Context: an optimization exercise on an open-source flow, tuned for small area, a short achievable clock period and few clock cycles per item. The choices shown serve that exercise and are no tape-out recipe. Where RTL was checked, it was by simulation tests only, not by an equivalence proof against the original. No activity file was given, so power comes from the tool's default toggle rates.

==> v20: inputs <==
==> flow/design.v (excerpt) <==
module MATRIX(CLK, RESET, IN_VALID, IN, OUT_VALID, OUT);
input CLK;
input RESET;
input IN_VALID;
input [3:0] IN;
output reg OUT_VALID;
output [15:0] OUT;
reg [5:0] cnt;
reg [1:0] qa, qb, op;     
reg [1:0] ci, cj;         
reg [3:0] a [0:8];
reg [3:0] b [0:8];
reg [11:0] o;
assign OUT = {{4{o[11]}}, o};
integer n, n1;
always @(posedge CLK) begin
  if (cnt <= 6'd8 && (cnt != 6'd0 || IN_VALID)) begin
    for (n1 = 0; n1 < 8; n1 = n1 + 1) a[n1] <= a[n1+1];
    a[8] <= IN;
  end
  if (cnt >= 6'd9 && cnt <= 6'd17) begin
    for (n1 = 0; n1 < 8; n1 = n1 + 1) b[n1] <= b[n1+1];
    b[8] <= IN;
  end
end
wire deta = cnt == 6'd9 || cnt == 6'd11 || cnt == 6'd13 || cnt == 6'd15 || cnt == 6'd17 || cnt == 6'd19;
wire detb = cnt == 6'd10 || cnt == 6'd12 || cnt == 6'd14 || cnt == 6'd16 || cnt == 6'd18 || cnt == 6'd20;
wire dodd = cnt >= 6'd16 && cnt <= 6'd20;
wire [1:0] opc = (cnt == 6'd22) ? IN[1:0] : op;    
wire outmm = opc == 2'd2 && cnt >= 6'd22 && cnt <= 6'd30;
wire outas = !opc[1] && cnt >= 6'd22 && cnt <= 6'd30;
  ...
Settings: LEC_CHECK=0, CAP_MARGIN=20, CORE_MARGIN=2, CORE_UTILIZATION=40, SLEW_MARGIN=20; clock period 10.0 ns.
run.sh (not shown) runs the stock make flow with config.mk's settings and CLKGATE_MAP_FILE= SYNTH_SCRIPT=/design/flow/synth_recipe.tcl, a recipe that flattens the netlist after the stock synthesis.
==> v3 (differences from v20) <==
--- a/flow/design.v
+++ b/flow/design.v
@@ -105,21 +105,25 @@
     if ((n / 3 + n % 3) % 3 == 2) At2 = At2 | ({4{selA[n]}} & a[n]);
     AR = AR | ({4{selAR[n]}} & a[n]);
     Bt0 = Bt0 | ({4{selB0[n]}} & b[n]);
     Bt1 = Bt1 | ({4{selB1[n]}} & b[n]);
     Bt2 = Bt2 | ({4{selB2[n]}} & b[n]);
   end
 end
 reg [3:0] X0, Y0, X1, Y1, X1D, X2, Y2;
-wire dP = cnt == 6'd10 || cnt == 6'd12 || cnt == 6'd14 || cnt == 6'd16 || cnt == 6'd18 || cnt == 6'd20;
-wire dA = cnt == 6'd11 || cnt == 6'd13 || cnt == 6'd15 || cnt == 6'd17 || cnt == 6'd19 || cnt == 6'd21;
-wire keep = (dA && cnt != 6'd11) || cnt == 6'd22;
-wire negT = cnt == 6'd17 || cnt == 6'd19 || cnt == 6'd21;
-wire invo = cnt == 6'd22;
+reg dP, dA, keep, negT, invo, oen;
+always @(posedge CLK) begin
+  dP <= deta;
+  dA <= detb;
+  keep <= (detb && cnt != 6'd10) || cnt == 6'd21;
+  negT <= cnt == 6'd16 || cnt == 6'd18 || cnt == 6'd20;
+  invo <= cnt == 6'd21;
+  oen <= detb || (cnt == 6'd21 && qa[0]) || (cnt >= 6'd22 && cnt <= 6'd30 && opc != 2'd3);
+end
 wire [11:0] ob = (keep ? o : 12'd0) ^ {12{negT | invo}};
 wire c_1 = (X0[0] & Y0[0]) ^ (X1[0] & Y1[0]) ^ (X2[0] & Y2[0]);
 wire c_2 = ((X0[0] & Y0[0]) & (X1[0] & Y1[0])) | ((X0[0] & Y0[0]) & (X2[0] & Y2[0])) | ((X1[0] & Y1[0]) & (X2[0] & Y2[0]));
 wire c_3 = ob[0] ^ invo;
 wire c_4 = ob[0] & invo;
 wire c_5 = (X0[0] & Y0[1]) ^ (X0[1] & Y0[0]) ^ (X1[0] & Y1[1]);
 wire c_6 = ((X0[0] & Y0[1]) & (X0[1] & Y0[0])) | ((X0[0] & Y0[1]) & (X1[0] & Y1[1])) | ((X0[1] & Y0[0]) & (X1[0] & Y1[1]));
 wire c_7 = (X1[1] & Y1[0]) ^ (X2[0] & Y2[1]) ^ (X2[1] & Y2[0]);
@@ -255,17 +259,16 @@
 wire c_137 = c_126 ^ c_110 ^ c_111;
 wire c_138 = (c_126 & c_110) | (c_126 & c_111) | (c_110 & c_111);
 wire c_139 = c_138 ^ c_112 ^ c_113;
 wire c_140 = (c_138 & c_112) | (c_138 & c_113) | (c_112 & c_113);
 wire c_141 = c_140 ^ c_114 ^ c_115;
 wire c_142 = (c_140 & c_114) | (c_140 & c_115) | (c_114 & c_115);
 wire [11:0] S = {c_142,c_141,c_139,c_136,c_134,c_132,c_130,c_129,c_117,c_91,c_55,c_1} + {c_127,1'b0,1'b0,c_137,c_135,c_133,c_131,1'b0,1'b0,c_61,c_57,c_3};
 wire [11:0] onext = S ^ {12{negT}};
-wire oen = dA || (invo && qa[0]) || (cnt >= 6'd23 && cnt <= 6'd31 && op != 2'd3);
 always @(posedge CLK) begin
   X0 <= outas ? 4'd1 : At0;
   Y0 <= (outas || deta) ? AR : Bt0;
   X1 <= outas ? {{3{opc[0]}}, 1'b1} : At1;
   X1D <= {4{detb}} & S[7:4];
   X2 <= detb ? {~S[3], S[2:0]} : At2;
   Y1 <= (deta || detb) ? AR : Bt1;
   Y2 <= (deta || detb) ? AR : Bt2;
- SETUP_SLACK_MARGIN: default -> 5
==> v17 (differences from v20) <==
--- a/flow/design.v
+++ b/flow/design.v
@@ -22,18 +22,21 @@
     for (n1 = 0; n1 < 8; n1 = n1 + 1) b[n1] <= b[n1+1];
     b[8] <= IN;
   end
 end
 wire deta = cnt == 6'd9 || cnt == 6'd11 || cnt == 6'd13 || cnt == 6'd15 || cnt == 6'd17 || cnt == 6'd19;
 wire detb = cnt == 6'd10 || cnt == 6'd12 || cnt == 6'd14 || cnt == 6'd16 || cnt == 6'd18 || cnt == 6'd20;
 wire dodd = cnt >= 6'd16 && cnt <= 6'd20;
 wire [1:0] opc = (cnt == 6'd22) ? IN[1:0] : op;    
-wire outmm = opc == 2'd2 && cnt >= 6'd22 && cnt <= 6'd30;
-wire outas = !opc[1] && cnt >= 6'd22 && cnt <= 6'd30;
+wire outmm = cnt == 6'd22 || (op == 2'd2 && cnt >= 6'd23 && cnt <= 6'd30);    
+wire outas = !op[1] && cnt >= 6'd23 && cnt <= 6'd30;                         
+wire outar = cnt >= 6'd22 && cnt <= 6'd30;                                   
+wire isas = (cnt == 6'd22) ? !IN[1] : outas;                                 
+wire [3:0] Bc = (qb == 2'd0) ? b[0] : (qb == 2'd1) ? b[2] : (qb == 2'd2) ? b[8] : b[6];
 function [1:0] m3;           
   input [2:0] x;
   m3 = (x >= 3'd3) ? x - 3'd3 : x[1:0];
 endfunction
 function [1:0] rv;           
   input [1:0] x;
   rv = 2'd2 - x;
 endfunction
@@ -74,17 +77,17 @@
           if (k == 1) selB1[3*r+c] = 1'b1;
           if (k == 2) selB2[3*r+c] = 1'b1;
         end
   end
   selAR = 9'd0;
   alA = revA ? rv(cj) : cj;
   for (r = 0; r < 3; r = r + 1)
     for (c = 0; c < 3; c = c + 1)
-      if (outas && (rowA ? (idxA == r && alA == c) : (idxA == c && alA == r))) selAR[3*r+c] = 1'b1;
+      if (outar && (rowA ? (idxA == r && alA == c) : (idxA == c && alA == r))) selAR[3*r+c] = 1'b1;
   case (cnt)
     6'd9:  selAR[4] = 1'b1;
     6'd10: selAR[8] = 1'b1;
     6'd11: selAR[5] = 1'b1;
     6'd12: selAR[6] = 1'b1;
     6'd13: selAR[3] = 1'b1;
     6'd14: selAR[7] = 1'b1;
     6'd15: selAR[5] = 1'b1;
@@ -105,21 +108,25 @@
     if ((n / 3 + n % 3) % 3 == 2) At2 = At2 | ({4{selA[n]}} & a[n]);
     AR = AR | ({4{selAR[n]}} & a[n]);
     Bt0 = Bt0 | ({4{selB0[n]}} & b[n]);
     Bt1 = Bt1 | ({4{selB1[n]}} & b[n]);
     Bt2 = Bt2 | ({4{selB2[n]}} & b[n]);
   end
 end
 reg [3:0] X0, Y0, X1, Y1, X1D, X2, Y2;
-wire dP = cnt == 6'd10 || cnt == 6'd12 || cnt == 6'd14 || cnt == 6'd16 || cnt == 6'd18 || cnt == 6'd20;
-wire dA = cnt == 6'd11 || cnt == 6'd13 || cnt == 6'd15 || cnt == 6'd17 || cnt == 6'd19 || cnt == 6'd21;
-wire keep = (dA && cnt != 6'd11) || cnt == 6'd22;
-wire negT = cnt == 6'd17 || cnt == 6'd19 || cnt == 6'd21;
-wire invo = cnt == 6'd22;
+reg dP, dA, keep, negT, invo, oen;
+always @(posedge CLK) begin
+  dP <= deta;
+  dA <= detb;
+  keep <= (detb && cnt != 6'd10) || cnt == 6'd21;
+  negT <= cnt == 6'd16 || cnt == 6'd18 || cnt == 6'd20;
+  invo <= cnt == 6'd21;
+  oen <= detb || (cnt == 6'd21 && qa[0]) || (cnt >= 6'd22 && cnt <= 6'd30 && opc != 2'd3);
+end
 wire [11:0] ob = (keep ? o : 12'd0) ^ {12{negT | invo}};
 wire c_1 = (X0[0] & Y0[0]) ^ (X1[0] & Y1[0]) ^ (X2[0] & Y2[0]);
 wire c_2 = ((X0[0] & Y0[0]) & (X1[0] & Y1[0])) | ((X0[0] & Y0[0]) & (X2[0] & Y2[0])) | ((X1[0] & Y1[0]) & (X2[0] & Y2[0]));
 wire c_3 = ob[0] ^ invo;
 wire c_4 = ob[0] & invo;
 wire c_5 = (X0[0] & Y0[1]) ^ (X0[1] & Y0[0]) ^ (X1[0] & Y1[1]);
 wire c_6 = ((X0[0] & Y0[1]) & (X0[1] & Y0[0])) | ((X0[0] & Y0[1]) & (X1[0] & Y1[1])) | ((X0[1] & Y0[0]) & (X1[0] & Y1[1]));
 wire c_7 = (X1[1] & Y1[0]) ^ (X2[0] & Y2[1]) ^ (X2[1] & Y2[0]);
@@ -255,24 +262,23 @@
 wire c_137 = c_126 ^ c_110 ^ c_111;
 wire c_138 = (c_126 & c_110) | (c_126 & c_111) | (c_110 & c_111);
 wire c_139 = c_138 ^ c_112 ^ c_113;
 wire c_140 = (c_138 & c_112) | (c_138 & c_113) | (c_112 & c_113);
 wire c_141 = c_140 ^ c_114 ^ c_115;
 wire c_142 = (c_140 & c_114) | (c_140 & c_115) | (c_114 & c_115);
 wire [11:0] S = {c_142,c_141,c_139,c_136,c_134,c_132,c_130,c_129,c_117,c_91,c_55,c_1} + {c_127,1'b0,1'b0,c_137,c_135,c_133,c_131,1'b0,1'b0,c_61,c_57,c_3};
 wire [11:0] onext = S ^ {12{negT}};
-wire oen = dA || (invo && qa[0]) || (cnt >= 6'd23 && cnt <= 6'd31 && op != 2'd3);
 always @(posedge CLK) begin
-  X0 <= outas ? 4'd1 : At0;
-  Y0 <= (outas || deta) ? AR : Bt0;
-  X1 <= outas ? {{3{opc[0]}}, 1'b1} : At1;
+  X0 <= isas ? 4'd1 : At0;
+  Y0 <= (isas || deta) ? AR : Bt0;
+  X1 <= isas ? {{3{opc[0]}}, 1'b1} : At1;
   X1D <= {4{detb}} & S[7:4];
-  X2 <= detb ? {~S[3], S[2:0]} : At2;
-  Y1 <= (deta || detb) ? AR : Bt1;
+  X2 <= detb ? {~S[3], S[2:0]} : (isas ? 4'd0 : At2);
+  Y1 <= (deta || detb) ? AR : ((cnt == 6'd22 && !IN[1]) ? Bc : Bt1);
   Y2 <= (deta || detb) ? AR : Bt2;
   if (oen) o <= onext;
   if (cnt == 6'd18) qa <= IN[1:0];
   if (cnt == 6'd19) qa[1] <= qa[1] ^ (qa[0] & IN[0]);
   if (cnt == 6'd20) qb <= IN[1:0];
   if (cnt == 6'd21) qb[1] <= qb[1] ^ (qb[0] & IN[0]);
   if (cnt == 6'd22) op <= IN[1:0];
   if (cnt <= 6'd21) begin
- SETUP_SLACK_MARGIN: default -> 5
==> results.txt <==
quantity                                                                              v20                       v3                      v17
Share of the final layout cell area in sequential cells                            0.3312                   0.3384                   0.3376
Crit path arrival time                                                            6.36 ns                  5.01 ns                  5.05 ns
Status                                                            complete, no violations  complete, no violations  complete, no violations
Summed area of non-filler cells in the final layout                         0.01046 sq mm            0.01058 sq mm            0.01056 sq mm
Area fraction in compound gates after synthesis                                    0.1447                   0.1662                   0.1713
Area taken by multi-input logic gates                                      0.005316 sq mm           0.005338 sq mm           0.005383 sq mm
Source of the critical timing path                                                 cnt[4]                    X0[0]                    qa[0]
Worst clock skew                                                               0.01777 ns               0.01706 ns               0.01133 ns
Worst hold slack                                                                0.4914 ns                0.4970 ns                0.4926 ns
Lkg Pwr                                                                          3.758 nW                 3.852 nW                 3.849 nW
Filler cells                                                                         2188                     2138                     2247
Final weighted congestion of routability-driven global placement                   0.9593                    1.008                   0.9763
Met3 usage                                                                        0.04819                  0.03965                  0.04955
Testbench counts of v20, summed over its fixed seeds: cycles 52,408, items 1,600.
The RTL of v3 and v17 was laid out without a check of its function.

* * *

==> inputs of run G <==
Another version of the RTL of MATRIX (not shown whole).
export LEC_CHECK = 0
export CAP_MARGIN = 20
export CORE_MARGIN = 2
export CORE_UTILIZATION = 40
export SETUP_SLACK_MARGIN = 5
export SLEW_MARGIN = 20
create_clock -name core_clock -period 10.0 [get_ports {CLK}]
standard.sh (not shown) runs the stock make flow with config.mk's settings and CLKGATE_MAP_FILE= SYNTH_SCRIPT=/design/flow/synth_recipe.tcl, a recipe that flattens the netlist after the stock synthesis.
==> flow/flow/run.sh <==
#!/bin/bash
set -euo pipefail
bash standard.sh SETUP_SLACK_MARGIN=6 finish > standard.log 2>&1
==> run F: changes against run G <==
==> flow/flow/run.sh (replaced) <==
#!/bin/bash
set -euo pipefail
bash standard.sh SETUP_SLACK_MARGIN=6 "BUFFER_PORTS_ARGS=-buffer_cell sky130_fd_sc_hd__buf_2" finish > standard.log 2>&1
CORE_UTILIZATION = 60   (was 40)
CTS_BUF_LIST = sky130_fd_sc_hd__clkbuf_4 sky130_fd_sc_hd__clkbuf_8   (was default)
==> comparison table <==
Status: run F no timing/DRC/antenna violations; run G no timing/DRC/antenna violations
Sw power: run F 0.000302 W; run G 0.000331 W
Fillers: run F 1204; run G 2247
Combined flip-flop and latch cell area: run F 0.00372 sq mm; run G 0.00373 sq mm
Sw Share: run F 25.8%; run G 24.2%
Final design instance area without fill: run F 0.0104 sq mm; run G 0.0108 sq mm
Worst Setup Slack, final: run F 5680 ps; run G 5770 ps
Die Span Y: run F 130 um; run G 158 um
Power in the clock group: run F 0.000442 W; run G 0.000639 W
Final cell utilization of the core: run F 67.7%; run G 46.1%
Worst Path Arrival: run F 4530 ps; run G 4420 ps
Setup slack, reg-to-reg: run F 5680 ps; run G 5770 ps
Worst-path clk slew: run F 80 ps; run G 70 ps
Final HPWL DP: run F 18.9 mm; run G 18.7 mm
Maximum operating frequency: run F 232 MHz; run G 236 MHz
Crit. path cell count: run F 14; run G 13
Number of standard-cell rows in the floorplan: run F 45; run G 56
Fraction of area in multi-input gates: run F 52.7%; run G 50.6%
Function was not checked in any run of this note: the RTL went through the layout flow alone.

* * *

==> zinc <==
RTL: one of the versions met above, not the one the previous note started from.
Settings: LEC_CHECK=0, CAP_MARGIN=20, CORE_MARGIN=2, CORE_UTILIZATION=40, SETUP_SLACK_MARGIN=4, SLEW_MARGIN=20; clock period 10.0 ns.
run.sh (not shown) runs the stock make flow with config.mk's settings and CLKGATE_MAP_FILE= SYNTH_SCRIPT=/design/flow/synth_recipe.tcl, a recipe that flattens the netlist after the stock synthesis.
Stock flow here: none of the scripts above is used.
==> yarrow (differences from zinc) <==
--- a/flow/design.v
+++ b/flow/design.v
@@ -25,12 +25,15 @@
 end
 wire deta = cnt == 6'd9 || cnt == 6'd11 || cnt == 6'd13 || cnt == 6'd15 || cnt == 6'd17 || cnt == 6'd19;
 wire detb = cnt == 6'd10 || cnt == 6'd12 || cnt == 6'd14 || cnt == 6'd16 || cnt == 6'd18 || cnt == 6'd20;
 wire dodd = cnt >= 6'd16 && cnt <= 6'd20;
 wire [1:0] opc = (cnt == 6'd22) ? IN[1:0] : op;    
-wire outmm = opc == 2'd2 && cnt >= 6'd22 && cnt <= 6'd30;
-wire outas = !opc[1] && cnt >= 6'd22 && cnt <= 6'd30;
+wire outmm = cnt == 6'd22 || (op == 2'd2 && cnt >= 6'd23 && cnt <= 6'd30);    
+wire outas = !op[1] && cnt >= 6'd23 && cnt <= 6'd30;                         
+wire outar = cnt >= 6'd22 && cnt <= 6'd30;                                   
+wire isas = (cnt == 6'd22) ? !IN[1] : outas;                                 
+wire [3:0] Bc = (qb == 2'd0) ? b[0] : (qb == 2'd1) ? b[2] : (qb == 2'd2) ? b[8] : b[6];
 function [1:0] m3;           
   input [2:0] x;
   m3 = (x >= 3'd3) ? x - 3'd3 : x[1:0];
 endfunction
 function [1:0] rv;           
@@ -43,11 +46,12 @@
 wire rowB = qb[0];                         
 wire revB = qb[0] ^ qb[1];
 wire [1:0] idxB = (qb == 2'd0 || qb == 2'd1) ? cj : rv(cj);
 reg [8:0] selA;
 reg [8:0] selAR;
-reg [8:0] selB0, selB1, selB2;
+reg [8:0] selBL;
+reg [1:0] tau [0:2];
 reg [1:0] kp [0:2];
 reg [1:0] alB;
 reg [1:0] alA;
 integer r, c, k;
 always @* begin
@@ -60,28 +64,24 @@
   if (cnt == 6'd13 || cnt == 6'd19) selA[2] = 1'b1;
   for (k = 0; k < 3; k = k + 1) begin
     alA = m3(k + 3 - idxA);
     kp[k] = revA ? rv(alA) : alA;
   end
-  selB0 = 9'd0; selB1 = 9'd0; selB2 = 9'd0;
+  selBL = 9'd0;
+  for (r = 0; r < 3; r = r + 1)
+    for (c = 0; c < 3; c = c + 1)
+      if (rowB ? (idxB == r) : (idxB == c)) selBL[3*r+c] = 1'b1;
   for (k = 0; k < 3; k = k + 1) begin
     alB = (outas && k == 1) ? ci : kp[k];
     if (revB) alB = rv(alB);
-    for (r = 0; r < 3; r = r + 1)
-      for (c = 0; c < 3; c = c + 1)
-        if ((outmm || (outas && k == 1)) &&
-            (rowB ? (idxB == r && alB == c) : (idxB == c && alB == r))) begin
-          if (k == 0) selB0[3*r+c] = 1'b1;
-          if (k == 1) selB1[3*r+c] = 1'b1;
-          if (k == 2) selB2[3*r+c] = 1'b1;
-        end
+    tau[k] = m3(idxB + alB);
   end
   selAR = 9'd0;
   alA = revA ? rv(cj) : cj;
   for (r = 0; r < 3; r = r + 1)
     for (c = 0; c < 3; c = c + 1)
-      if (outas && (rowA ? (idxA == r && alA == c) : (idxA == c && alA == r))) selAR[3*r+c] = 1'b1;
+      if (outar && (rowA ? (idxA == r && alA == c) : (idxA == c && alA == r))) selAR[3*r+c] = 1'b1;
   case (cnt)
     6'd9:  selAR[4] = 1'b1;
     6'd10: selAR[8] = 1'b1;
     6'd11: selAR[5] = 1'b1;
     6'd12: selAR[6] = 1'b1;
@@ -94,29 +94,41 @@
     6'd19: selAR[4] = 1'b1;
     6'd20: selAR[6] = 1'b1;
     default: ;
   endcase
 end
-reg [3:0] At0, At1, At2, AR, Bt0, Bt1, Bt2;
+reg [3:0] At0, At1, At2, AR, Bl0, Bl1, Bl2;
 always @* begin
-  At0 = 4'd0; At1 = 4'd0; At2 = 4'd0; AR = 4'd0; Bt0 = 4'd0; Bt1 = 4'd0; Bt2 = 4'd0;
+  At0 = 4'd0; At1 = 4'd0; At2 = 4'd0; AR = 4'd0; Bl0 = 4'd0; Bl1 = 4'd0; Bl2 = 4'd0;
   for (n = 0; n < 9; n = n + 1) begin
     if ((n / 3 + n % 3) % 3 == 0) At0 = At0 | ({4{selA[n]}} & a[n]);
     if ((n / 3 + n % 3) % 3 == 1) At1 = At1 | ({4{selA[n]}} & a[n]);
     if ((n / 3 + n % 3) % 3 == 2) At2 = At2 | ({4{selA[n]}} & a[n]);
     AR = AR | ({4{selAR[n]}} & a[n]);
-    Bt0 = Bt0 | ({4{selB0[n]}} & b[n]);
-    Bt1 = Bt1 | ({4{selB1[n]}} & b[n]);
-    Bt2 = Bt2 | ({4{selB2[n]}} & b[n]);
+    if ((n / 3 + n % 3) % 3 == 0) Bl0 = Bl0 | ({4{selBL[n]}} & b[n]);
+    if ((n / 3 + n % 3) % 3 == 1) Bl1 = Bl1 | ({4{selBL[n]}} & b[n]);
+    if ((n / 3 + n % 3) % 3 == 2) Bl2 = Bl2 | ({4{selBL[n]}} & b[n]);
   end
 end
+function [3:0] pick;
+  input [1:0] t;
+  input [3:0] v0, v1, v2;
+  pick = (t == 2'd0) ? v0 : (t == 2'd1) ? v1 : v2;
+endfunction
+wire [3:0] Bt0 = pick(tau[0], Bl0, Bl1, Bl2);
+wire [3:0] Bt1 = pick(tau[1], Bl0, Bl1, Bl2);
+wire [3:0] Bt2 = pick(tau[2], Bl0, Bl1, Bl2);
 reg [3:0] X0, Y0, X1, Y1, X1D, X2, Y2;
-wire dP = cnt == 6'd10 || cnt == 6'd12 || cnt == 6'd14 || cnt == 6'd16 || cnt == 6'd18 || cnt == 6'd20;
-wire dA = cnt == 6'd11 || cnt == 6'd13 || cnt == 6'd15 || cnt == 6'd17 || cnt == 6'd19 || cnt == 6'd21;
-wire keep = (dA && cnt != 6'd11) || cnt == 6'd22;
-wire negT = cnt == 6'd17 || cnt == 6'd19 || cnt == 6'd21;
-wire invo = cnt == 6'd22;
+reg dP, dA, keep, negT, invo, oen;
+always @(posedge CLK) begin
+  dP <= deta;
+  dA <= detb;
+  keep <= (detb && cnt != 6'd10) || cnt == 6'd21;
+  negT <= cnt == 6'd16 || cnt == 6'd18 || cnt == 6'd20;
+  invo <= cnt == 6'd21;
+  oen <= detb || (cnt == 6'd21 && qa[0]) || (cnt >= 6'd22 && cnt <= 6'd30 && opc != 2'd3);
+end
 wire [11:0] ob = (keep ? o : 12'd0) ^ {12{negT | invo}};
 wire c_1 = (X0[0] & Y0[0]) ^ (X1[0] & Y1[0]) ^ (X2[0] & Y2[0]);
 wire c_2 = ((X0[0] & Y0[0]) & (X1[0] & Y1[0])) | ((X0[0] & Y0[0]) & (X2[0] & Y2[0])) | ((X1[0] & Y1[0]) & (X2[0] & Y2[0]));
 wire c_3 = ob[0] ^ invo;
 wire c_4 = ob[0] & invo;
@@ -258,18 +270,17 @@
 wire c_140 = (c_138 & c_112) | (c_138 & c_113) | (c_112 & c_113);
 wire c_141 = c_140 ^ c_114 ^ c_115;
 wire c_142 = (c_140 & c_114) | (c_140 & c_115) | (c_114 & c_115);
 wire [11:0] S = {c_142,c_141,c_139,c_136,c_134,c_132,c_130,c_129,c_117,c_91,c_55,c_1} + {c_127,1'b0,1'b0,c_137,c_135,c_133,c_131,1'b0,1'b0,c_61,c_57,c_3};
 wire [11:0] onext = S ^ {12{negT}};
-wire oen = dA || (invo && qa[0]) || (cnt >= 6'd23 && cnt <= 6'd31 && op != 2'd3);
 always @(posedge CLK) begin
-  X0 <= outas ? 4'd1 : At0;
-  Y0 <= (outas || deta) ? AR : Bt0;
-  X1 <= outas ? {{3{opc[0]}}, 1'b1} : At1;
+  X0 <= isas ? 4'd1 : At0;
+  Y0 <= (isas || deta) ? AR : Bt0;
+  X1 <= isas ? {{3{opc[0]}}, 1'b1} : At1;
   X1D <= {4{detb}} & S[7:4];
-  X2 <= detb ? {~S[3], S[2:0]} : At2;
-  Y1 <= (deta || detb) ? AR : Bt1;
+  X2 <= detb ? {~S[3], S[2:0]} : (isas ? 4'd0 : At2);
+  Y1 <= (deta || detb) ? AR : ((cnt == 6'd22 && !IN[1]) ? Bc : Bt1);
   Y2 <= (deta || detb) ? AR : Bt2;
   if (oen) o <= onext;
   if (cnt == 6'd18) qa <= IN[1:0];
   if (cnt == 6'd19) qa[1] <= qa[1] ^ (qa[0] & IN[0]);
   if (cnt == 6'd20) qb <= IN[1:0];
- SETUP_SLACK_MARGIN: 4 -> 5
==> results.txt <==
yarrow ran to the end with no violations. zinc went through all stages and came out clean.
Against zinc, the worst hold slack of yarrow is lower by 0.034 ns.
In zinc the setup slack is lower than in yarrow, by 0.88 ns.
Between yarrow and zinc, the lower cell count is in zinc (gap 1.0%, measured against zinc).
In zinc the critical path depth is higher than in yarrow, by 4.
Of zinc and yarrow, zinc has the higher clock power (gap 7.5%, measured against yarrow).
Testbench counts of zinc, summed over its fixed seeds: cycles 52,408, items 1,600.
Only the layout flow was run in yarrow; the RTL was not checked for function there.

-- separate check: timing with driven ports --
The results above use ideal ports. As a check the final layouts listed here were re-extracted and re-timed, cells and wires unchanged. Step 1 assumes that a clkbuf_16 drives the clock port and a buf_2 every other input. Step 2 moves the port delays by t, midway between the first and last clock arrival at a register: inputs arrive t later, outputs are due t later. That takes back most of the time a late clock gives input paths. Slacks: no drivers / after step 1 / after step 2; pairs: no drivers / after step 1.
| run | t, ns | setup slack, ns | worst hold slack (ns) | worst slew at a driven data input, ns | cell pins on the clock port's net |
|---|---|---|---|---|---|
| v20 | 0.474 | 3.815 / 3.815 / 3.815 | 0.491 / 0.491 / 0.491 | 0.03 | 1 |
| v3 | 0.470 | 5.162 / 5.162 / 4.727 | 0.497 / 0.497 / 0.497 | 0.03 | 1 |
| v17 | 0.477 | 5.230 / 5.230 / 5.230 | 0.493 / 0.493 / 0.493 | 0.03 | 1 |
| run G | 0.475 | 5.767 / 5.767 / 5.767 | 0.410 / 0.410 / 0.410 | 0.03 | 1 |
| run F | 0.495 | 5.684 / 5.684 / 5.684 | 0.452 / 0.452 / 0.452 | 0.03 | 1 |
| zinc | 0.471 | 4.368 / 4.368 / 4.368 | 0.486 / 0.486 / 0.486 | 0.03 | 1 |
| yarrow | 0.476 | 5.247 / 5.247 / 5.247 | 0.452 / 0.452 / 0.452 | 0.03 | 1 |
After both steps every run listed still meets setup and hold. For v3, which loses most, drivers alone change the setup slack by 0.000 ns; drivers and shift together by -0.435 ns.
